Context: an optimization exercise on an open-source flow, tuned for small area. The choices shown serve that exercise and are no tape-out recipe.
Function not checked in this run: the RTL went through the layout flow alone.
No activity file was given, so power comes from the tool's default toggle rates.

## design.v

```verilog
module MESI_FSM #(
    parameter Cache_Block_Size = 8,
    parameter host_pid = 2'b00 )(
    input logic clk,
    input logic resetn,
    input logic Core_Op,                     
    output logic PrHlt,
    input logic [3:0] pr_addr,               
    output logic [Cache_Block_Size-1:0] Cache_output,
    input logic [Cache_Block_Size-1:0] Cache_input,
    input logic [(2+3+2+2+Cache_Block_Size)-1:0] bus_in,
    output logic [(2+3+2+2+Cache_Block_Size)-1:0] bus_out,
    input logic flag_in,
    output logic flag_out
    );
    logic [7:0] data [0:3];
    logic [1:0] tagd [0:3];
    logic [1:0] st   [0:3];
    logic [1:0] cnt;           
    logic [2:0] bo_tid;
    logic [3:0] bo_addr;
    logic [7:0] bo_data;
    wire       op    = Core_Op;
    wire [1:0] ptag  = pr_addr[3:2];
    wire [1:0] pidx  = pr_addr[1:0];
    wire [2:0] tid   = bus_in[14:12];
    wire [1:0] btag  = bus_in[11:10];
    wire [1:0] bidx  = bus_in[9:8];
    wire [7:0] bdata = bus_in[7:0];
    wire [3:0] ps, bs;
    assign ps[0] = ~pidx[1] & ~pidx[0];
    assign ps[1] = ~pidx[1] &  pidx[0];
    assign ps[2] =  pidx[1] & ~pidx[0];
    assign ps[3] =  pidx[1] &  pidx[0];
    assign bs[0] = ~bidx[1] & ~bidx[0];
    assign bs[1] = ~bidx[1] &  bidx[0];
    assign bs[2] =  bidx[1] & ~bidx[0];
    assign bs[3] =  bidx[1] &  bidx[0];
    wire [1:0] sb, sp, tp;
    genvar gi, gj;
    generate for (gj = 0; gj < 2; gj++) begin : g_rd
        mesi_sel4 u_sb (.d0(st[0][gj]),   .d1(st[1][gj]),   .d2(st[2][gj]),   .d3(st[3][gj]),   .s(bs), .y(sb[gj]));
        mesi_sel4 u_sp (.d0(st[0][gj]),   .d1(st[1][gj]),   .d2(st[2][gj]),   .d3(st[3][gj]),   .s(ps), .y(sp[gj]));
        mesi_sel4 u_tp (.d0(tagd[0][gj]), .d1(tagd[1][gj]), .d2(tagd[2][gj]), .d3(tagd[3][gj]), .s(ps), .y(tp[gj]));
    end endgenerate
    wire       snoop = flag_in & (bus_in[16] | bus_in[15]);
    wire       hitA  = (sb != 2'b00) & (tp == btag);
    wire       A     = snoop & hitA;
    wire       B     = snoop & ~hitA & PrHlt & (tid == 3'd3);
    wire       t0    = (tid == 3'd0);
    wire       t1    = (tid == 3'd1);
    wire       t2    = (tid == 3'd2);
    wire       flush = A & sb[1] & sb[0] & (t0 | t1);
    wire       same  = (pidx == bidx);
    function automatic logic [1:0] snoop_next(input logic [1:0] s);
        snoop_next[1] = ~(t0 | t1) & s[1];
        snoop_next[0] = t0 | (~t1 & ~(t2 & ~s[1]) & s[0]);
    endfunction
    wire [1:0] sb_a  = snoop_next(sb);
    wire [1:0] s1p   = B ? {op, 1'b1} : (A & same) ? sb_a : sp;
    wire       hitP  = B ? (btag == ptag) : ((s1p != 2'b00) & (tp == ptag));
    wire       miss  = ~hitP;
    wire       fill  = miss & cnt[1];
    wire       upgr  = hitP & op & ~s1p[1];
    wire       preq  = miss | upgr;
    wire       pwr   = (hitP & op) | fill;           
    wire       shr   = (ptag == btag) & same;
    wire [7:0] xval  = op ? Cache_input : bdata;
    wire       ones  = resetn & ~op & fill;          
    logic [7:0] dnext [0:3];
    generate for (gi = 0; gi < 4; gi++) begin : g_blk
        wire wr   = (pwr & ps[gi]) | (B & bs[gi]);
        wire load = resetn & wr;
        wire keep = resetn & ~wr;
        wire one  = ones & ps[gi];
        for (gj = 0; gj < 8; gj++) begin : g_bit
            mesi_a221o u_d (.a1(data[gi][gj]), .a2(keep), .b1(xval[gj]), .b2(load), .c1(one), .x(dnext[gi][gj]));
        end
    end endgenerate
    wire [1:0] tv    = fill ? ptag : btag;
    logic [1:0] tnext [0:3];
    generate for (gi = 0; gi < 4; gi++) begin : g_tag
        wire wr   = ps[gi] & (fill | B);
        wire load = resetn & wr;
        wire keep = resetn & ~wr;
        for (gj = 0; gj < 2; gj++) begin : g_bit
            mesi_a22o u_t (.a1(tagd[gi][gj]), .a2(keep), .b1(tv[gj]), .b2(load), .x(tnext[gi][gj]));
        end
    end endgenerate
    wire       co_dp  = ~op & hitP & ~(B & same);
    wire       co_bd  = ~op & B & (hitP ? same : ~fill);
    wire       co_ff  = ~op & fill;
    wire [3:0] co_s   = ps & {4{resetn & co_dp}};
    wire       co_sbd = resetn & co_bd;
    wire       co_k   = resetn & ~(co_dp | co_bd | co_ff);
    wire       co_nff = ~(resetn & co_ff);
    wire [7:0] co_next;
    generate for (gj = 0; gj < 8; gj++) begin : g_co
        wire u, v;
        mesi_a222oi u_u (.a1(data[0][gj]), .a2(co_s[0]), .b1(data[1][gj]), .b2(co_s[1]), .c1(data[2][gj]), .c2(co_s[2]), .y(u));
        mesi_a222oi u_v (.a1(data[3][gj]), .a2(co_s[3]), .b1(bdata[gj]), .b2(co_sbd), .c1(Cache_output[gj]), .c2(co_k), .y(v));
        mesi_nand3 u_o (.a(u), .b(v), .c(co_nff), .y(co_next[gj]));
    end endgenerate
    wire [3:0] bo_s   = bs & {4{resetn & flush & ~preq}};
    wire       bo_k   = resetn & ~(preq | flush);
    wire       bo_nff = ~(resetn & fill);
    wire [7:0] bo_next;
    generate for (gj = 0; gj < 8; gj++) begin : g_bo
        wire u, v;
        mesi_a222oi u_u (.a1(data[0][gj]), .a2(bo_s[0]), .b1(data[1][gj]), .b2(bo_s[1]), .c1(data[2][gj]), .c2(bo_s[2]), .y(u));
        mesi_a22oi  u_v (.a1(data[3][gj]), .a2(bo_s[3]), .b1(bo_data[gj]), .b2(bo_k), .y(v));
        mesi_nand3 u_o (.a(u), .b(v), .c(bo_nff), .y(bo_next[gj]));
    end endgenerate
    always_ff @(posedge clk) begin
        for (int i = 0; i < 4; i++) begin
            data[i] <= dnext[i];
            tagd[i] <= tnext[i];
            if (!resetn)
                st[i] <= '0;
            else if (pwr && ps[i])
                st[i] <= {op | ~shr, op | shr};
            else if (B && ps[i])
                st[i] <= {op, 1'b1};
            else if (A && bs[i])
                st[i] <= snoop_next(st[i]);
        end
        if (!resetn)
            cnt <= '0;
        else if (miss)
            cnt <= {~cnt[1] & cnt[0], ~cnt[1] & ~cnt[0]};
        if (!resetn)
            PrHlt <= 1'b0;
        else if (miss)
            PrHlt <= ~cnt[1];
        else if (B)
            PrHlt <= 1'b0;
        flag_out     <= resetn & (preq | flush);
        Cache_output <= co_next;
        bo_data      <= bo_next;
        if (!resetn) begin
            bo_tid  <= '0;
            bo_addr <= '0;
        end else if (preq) begin
            bo_tid  <= fill ? 3'd4 : upgr ? 3'd2 : {2'b00, op};
            bo_addr <= pr_addr;
        end else if (flush) begin
            bo_tid  <= 3'd3;
            bo_addr <= bus_in[11:8];
        end
    end
    assign bus_out = {host_pid, bo_tid, bo_addr, bo_data};
endmodule
module mesi_a221o (input logic a1, a2, b1, b2, c1, output logic x);
    assign x = (a1 & a2) | (b1 & b2) | c1;
endmodule
module mesi_a22o (input logic a1, a2, b1, b2, output logic x);
    assign x = (a1 & a2) | (b1 & b2);
endmodule
module mesi_a222oi (input logic a1, a2, b1, b2, c1, c2, output logic y);
    assign y = ~((a1 & a2) | (b1 & b2) | (c1 & c2));
endmodule
module mesi_a22oi (input logic a1, a2, b1, b2, output logic y);
    assign y = ~((a1 & a2) | (b1 & b2));
endmodule
module mesi_nand3 (input logic a, b, c, output logic y);
    assign y = ~(a & b & c);
endmodule
module mesi_sel4 (input logic d0, d1, d2, d3, input logic [3:0] s, output logic y);
    wire u, v;
    mesi_a22oi u_u (.a1(d0), .a2(s[0]), .b1(d1), .b2(s[1]), .y(u));
    mesi_a22oi u_v (.a1(d2), .a2(s[2]), .b1(d3), .b2(s[3]), .y(v));
    assign y = ~(u & v);
endmodule
```

## flow/run.sh

```bash
#!/bin/bash
# The standard ORFS flow (standard.sh, unchanged synthesis) with:
# ABC's buffers removed and every combinational cell downsized after
# floorplan, buf_1 port buffers, and a clock tree of clkbuf_8 without
# dummy loads.
set -euo pipefail
cd "$(dirname "$0")/.."
W=$(pwd)
bash standard.sh \
  REMOVE_ABC_BUFFERS=1 \
  POST_FLOORPLAN_TCL=$W/flow/downsize.tcl \
  BUFFER_PORTS_ARGS="-buffer_cell sky130_fd_sc_hd__buf_1" \
  CTS_ARGS="-sink_clustering_enable -repair_clock_nets -dont_use_dummy_load -buf_list sky130_fd_sc_hd__clkbuf_8 -sink_clustering_size 20" \
  finish > flow_standard.log 2>&1
```

## flow/downsize.tcl

```tcl
# Swap every combinational cell for the smallest cell of the same function
# (same name up to the drive-strength suffix). Later repair steps fix any
# slew, capacitance or timing this breaks.
set db [ord::get_db]
set block [[$db getChip] getBlock]
set dont_use [split $::env(DONT_USE_CELLS)]
set n 0
foreach inst [$block getInsts] {
  set m [$inst getMaster]
  set name [$m getName]
  if { ![regexp {^(sky130_fd_sc_hd__[a-z0-9]+)_([0-9]+)$} $name -> base sz] } { continue }
  if { [regexp {df|dl|tap|fill|decap|conb|clk|probe|lpflow|diode} $base] } { continue }
  set best $m
  foreach s {0 1 2 4 6 8 12 16} {
    set c [$db findMaster ${base}_$s]
    if { $c eq "NULL" || $c eq "" } { continue }
    if { [lsearch -exact $dont_use ${base}_$s] >= 0 } { continue }
    if { [$c getWidth] < [$best getWidth] } { set best $c }
  }
  if { $best ne $m } {
    replace_cell [$inst getName] [$best getName]
    incr n
  }
}
puts "downsize: replaced $n cells"
```

## standard.sh

```bash
#!/bin/bash
# synth_recipe.tcl (not shown) runs the flow's synth.tcl, then flattens the netlist and writes it again
# the make line also repeats each setting of config.mk as NAME=value (left out here)
make -C /OpenROAD-flow-scripts/flow DESIGN_CONFIG=/design/flow/config.mk WORK_HOME=/design/flow/orfs CLKGATE_MAP_FILE= SYNTH_SCRIPT=/design/flow/synth_recipe.tcl "${@:-finish}"
```

## config.mk

```make
export PLATFORM = sky130hd
export DESIGN_NAME = MESI_FSM
export DESIGN_NICKNAME = MESI_FSM
export VERILOG_FILES = /design/flow/design.v
export SDC_FILE = /design/flow/constraint.sdc
export NUM_CORES = 4
export LEC_CHECK = 0
export CAP_MARGIN = 0
export CORE_MARGIN = 2
export CORE_UTILIZATION = 40
export GPL_TIMING_DRIVEN = 0
export SLEW_MARGIN = 0
export SYNTH_HIERARCHICAL = 1
export SYNTH_MINIMUM_KEEP_SIZE = 0
```

## constraint.sdc

```tcl
create_clock -name core_clock -period 8.0 [get_ports {clk}]
set_input_delay 1.6000 -clock core_clock [delete_from_list [all_inputs] [get_ports {clk}]]
set_output_delay 1.6000 -clock core_clock [all_outputs]
set_load 0.01 [all_outputs]
```

==> flow_results.org <==
** CTS
- Clock latency on the worst-skew pair, taken at its later pin, is about 0.35 ns.
- Post-CTS Repair Setup Buffers :: 0
- CTS tree :: done
- Longest Clk Path Bufs :: 2
- Number of H-tree levels :: 3
- In this run, CTS created clock tree buffers numbering 9.
- The clock net in this run drives a total of 75 sinks.
- Hold-fix buffers at CTS :: 0
- Clock-pin slew was measured on the worst setup and hold paths at 0.08 ns.
- In this run the clock root is driven by a clkbuf_8.
- Post-CTS sizing :: 0

** Setup path
- Worst endpoint required time :: 8.28 ns
- CP Cell Sequence :: buf_1 -> nand2b_1 -> inv_1 -> a22oi_1 -> nand2_1 -> xor2_1 -> or4_1 -> nor4_1 -> o31ai_2 -> buf_4 -> mux2_1 -> a221oi_1 -> a221o_1
- Critical Path Start Type :: input pin
- For the worst setup path, the data arrival time is just under 7 ns.
- Delay contributed by the slowest stage of the critical path :: around 1.1 ns
- Worst flop-to-flop path endpoint :: data[3][7]$_DFF_P_
- Along the worst path, the maximum fanout reaches 11.
- Kind of cell adding the most delay to the critical path :: simple AND/OR/NAND/NOR gates
- Worst Reg2Reg Path Length in Cells :: 10
- Type of destination of the critical path :: flip-flop
- The number of buffers and inverters on the critical path is 3.
- Source of the worst register-to-register timing path :: tagd[2][0]$_DFF_P_
- The worst setup path is of the input pin to flip-flop kind.
- Worst-case register-to-register setup slack :: around 3.2 ns
- Max stage delay cell, worst path :: a221oi_1

** Power and ir drop
- IR analysis of the VDD net gives a maximum drop of 0.0000770 V.
- Pleak :: 0.00164 uW
- In this run switching power makes up a little under a third of total power.
- Register share of total power :: 52.5%
- Summed over all nets, the switching power comes to 244 uW.
- Of the total power, the clock network draws 28.8%.
- Dividing total power by cell area gives a power density of 181 mW/mm2.
- Combinational logic burns 18.7% of the power.
- Internal power of the cells :: 553 uW

** Worst hold path
- The worst hold path begins at bo_tid[2]$_SDFFE_PN0P_.
- Worst Hold Path Cells :: 2
- The min-delay analysis places its worst path in the category flip-flop to flip-flop.
- For hold timing, the worst endpoint is bo_tid[2]$_SDFFE_PN0P_.

** Yosys
- Flip-flop cell with the highest count after synthesis :: dfxtp_1
- Warnings from Yosys :: 15
- Cells after Synth :: 430
- Number of unique standard cell types used by synthesis :: 64
- Of the synthesized area, sequential elements account for between 30% and 40%.
- In this run the cell area of the synthesized design comes to 0.00420 mm2.
- Fraction of registers with async set or reset after synthesis :: 0%
- Synthesized area per cell :: 9.76 um2
- Number of enable-type register cells in the synthesized netlist :: 0
- Post-synthesis sequential element count :: 75

** STA
- Worst slew margin relative to its limit :: 7.11%
- Actual slew at the worst max-slew pin :: 1.39 ns
- Achievable clock frequency :: between 150 and 200 MHz
- Final period utilization :: 82.2%
- Max-slew violation total from the final report :: 0
- Hold Fails Final Rpt :: 0
- Setup repair after global routing missed its margin :: false
- Setup violations remaining at the end of the flow were counted as 0.
- For the final routed database, the setup TNS stands at 0 ns.
- The clock arrives with ~0.023 ns of skew.
- Counting I/O delays and the setup requirement, the final critical path takes 6.58 ns.

** Placed design
- Buffers added on ports :: 57
- After detailed placement, the total cell area comes to ~0.0043 mm2.
- Post-detail-place hpwl :: 8970 um
- After detailed placement, the design holds a cell count of a little over 600.
- At the end of routability-driven placement, the weighted congestion stood at around 0.93.

** Drt
- Initial DRT Pass Iterations :: 6
- Dividing the detail-routed wire length by the instance count gives 21.0 um.
- Total wire length after detailed routing :: approximately 13000 um
- Detail-routed via count per cell :: 6.57
- Residual DRC :: 0
- Total via count after detailed routing :: 4049
- The detailed router finished its first iteration with 470 violations.
- DRT antenna net count :: 0

** GRT
- Maximum number of pins on one net before global-route repair :: 31
- The number of antenna violations at the first check in global routing is 0.
- For this run, the total global-route usage over all layers was measured as 23.3%.
- The first global-routing pass estimated about 21000 um of wire.
- The via count of the first global-routing pass is 3819.
- Global routing finished with a remaining overflow of 0.

** Die
- Row generation in the floorplan step produced 37 rows.
- Die Wd :: around 110 um
- Area enclosed by the die boundary :: 0.0113 mm2
- In this run the count of I/O pins placed on the die edge is 60.
- For this configuration, the core starts out at a cell density of 41.0%.
- Std-Cell Core Area :: 0.0102 mm2
- Measured along the y axis, the die boundary spans 106 um.

** Layout
- The area growth from synthesis to layout is 5.19%.
- Cells with a size suffix above 1 make up 8.13% of the layout.
- Post-route cell area :: 0.00441 mm2
- After the flow finishes, the layout carries non-filler instances totaling 616.
- After the last flow step, the layout net total stands at 515.
- The number of antenna diodes in the final layout is 0.

** Run status
- The flow ran to the end and the layout has no timing, DRC or antenna violations.

** Run
- Max-cap violations in this run came to 0.
## registers in the layout, indices dropped and copies added (netlist names)
signal and cells:
bo_tid 3, PrHlt 1, Cache_output 8, bo_data 8, bo_addr 4, data 32
tagd 8, flag_out 1, cnt 2, st 8
## modules after synthesis (local to each module, per instance)
module,cells,flip-flops and latches,cell area (um2),times used
MESI_FSM,324,75,3210,1
mesi_a22oi,1,0,12.5,20
mesi_a222oi,1,0,10.0,24
mesi_a221o,1,0,10.0,32
mesi_sel4,1,0,3.75,6
mesi_nand3,1,0,5.00,16
mesi_a22o,1,0,8.76,8
## through the flow
| stage | util, % | power (uW) | hold WS (ns) | worst slack [ns] |
|---|---|---|---|---|
| 2_1_floorplan | - | 531 | 0.476 | 2.31 |
| 3_3_place_gp | 41.2 | 567 | 0.454 | 0.283 |
| 3_5_place_dp | 41.8 | 572 | 0.463 | 1.31 |
| 4_1_cts | 43.0 | 799 | 0.476 | 1.67 |
| 5_1_grt | 43.1 | 834 | 0.499 | 1.26 |
| 6_report | 43.1 | 798 | 0.468 | 1.42 |
## placed cells by master, fill, tap and decap left out, types with 6 or more instances in the layout
cell and count:
a21oi_1 9, a221o_1 32, a222oi_1 24, a22o_1 8, a22oi_1 21, buf_1 57, clkbuf_8 9, dfxtp_1 75
inv_1 10, mux2_2 14, mux2i_1 7, nand2_1 36, nand2b_1 6, nand3_1 24, nor2_1 41, o21ai_0 12
o31ai_1 8, xnor2_1 8
## cells in the mapped netlist, types with 9 or more instances
cell type	count	area share [%]
dfxtp_1	75	36
a22oi_2	20	6.0
nor2_1	41	3.7
a222oi_1	24	5.7
nand2_1	36	3.2
nand3_1	24	2.9
mux2_2	14	3.8
o21ai_0	10	1.2
clkbuf_1	9	0.81
a221o_1	32	7.6
inv_1	10	0.89
## final cells by class
type | count | area [um2]
Sequential cell | 75 | 1500
Fill cell | 1062 | 5820
Tap cell | 136 | 170
Multi-Input combinational cell | 326 | 2330
Inverter | 10 | 37.5
Timing Repair Buffer | 60 | 248
Clock buffer | 9 | 124
## worst max path at each step
stage	cells after the start	from	end	slack, ns
after floorplan	12	pr_addr[0]	bo_data[0]$_DFF_P_	2.31
after global placement	13	pr_addr[1]	bo_data[0]$_DFF_P_	0.28
after detailed placement	13	pr_addr[1]	data[3][6]$_DFF_P_	1.31
after CTS	13	pr_addr[1]	data[3][7]$_DFF_P_	1.67
after global routing	13	pr_addr[1]	data[3][7]$_DFF_P_	1.26
final	13	pr_addr[1]	data[3][7]$_DFF_P_	1.42
## metal layers
metal  vias up  GRT usage [%]  wire (um)
met3        41           3.86       1020
li1       1849              -          -
met4         0           10.0        362
met1      1935           31.0       5630
met2       224           37.3       5940
met5         -              0          0
## logic make-up (layout without fill, tap and decap cells)
logic type / after synthesis / count (layout) / share of synthesized area, %
buffers and inverters: 30 / 79 / 3.94
other: 1 / 2 / 0.0894
multiplexers: 22 / 22 / 6.08
AND/OR/NAND/NOR: 136 / 136 / 16.3
flip-flops: 75 / 75 / 35.8
XOR/XNOR: 10 / 10 / 2.09
AO/OA/AOI/OAI: 156 / 156 / 35.7
## worst min-delay path: stages, from the launching register on
cell     delay (ns)
dfxtp_1        0.32
nand2_1        0.05
o31ai_1        0.05
## power groups by stage
stage / Combinational (uW) / Clock (uW) / Sequential (uW)
after floorplan: 102 / 0 / 429
after global placement: 141 / 0 / 426
after detailed placement: 145 / 0 / 427
after CTS: 146 / 235 / 419
after global routing: 164 / 248 / 422
final: 149 / 230 / 419

==> separate check: timing with driven ports <==
Ports are ideal in the flow. The routed layout listed here was re-timed in OpenROAD.
Step 1 sets driving cells, clkbuf_16 on the clock port and buf_2 on the other inputs (assumed; they add their load-dependent delay and slew).
Step 2 adds t to the input delays and takes it off the output delays; t is the mean of the earliest and latest rising clock arrival at the registers after step 1. Input paths then give back, and output paths get back, about the clock's delay inside the block.
Slacks: ideal ports / drivers / drivers and shift; pairs: ideal ports / drivers.
t (ns): 0.373
setup WS [ns]: 1.424 / 1.431 / 1.057
hold slack, ns: 0.468 / 0.468 / 0.468
clock arrival spread, ns: 0.023 / 0.023
worst register clock-pin slew, ns: 0.09 / 0.09
After both steps this run still meets setup and hold. The setup slack of this run moves by +0.007 ns with the drivers and by -0.367 ns with both steps.
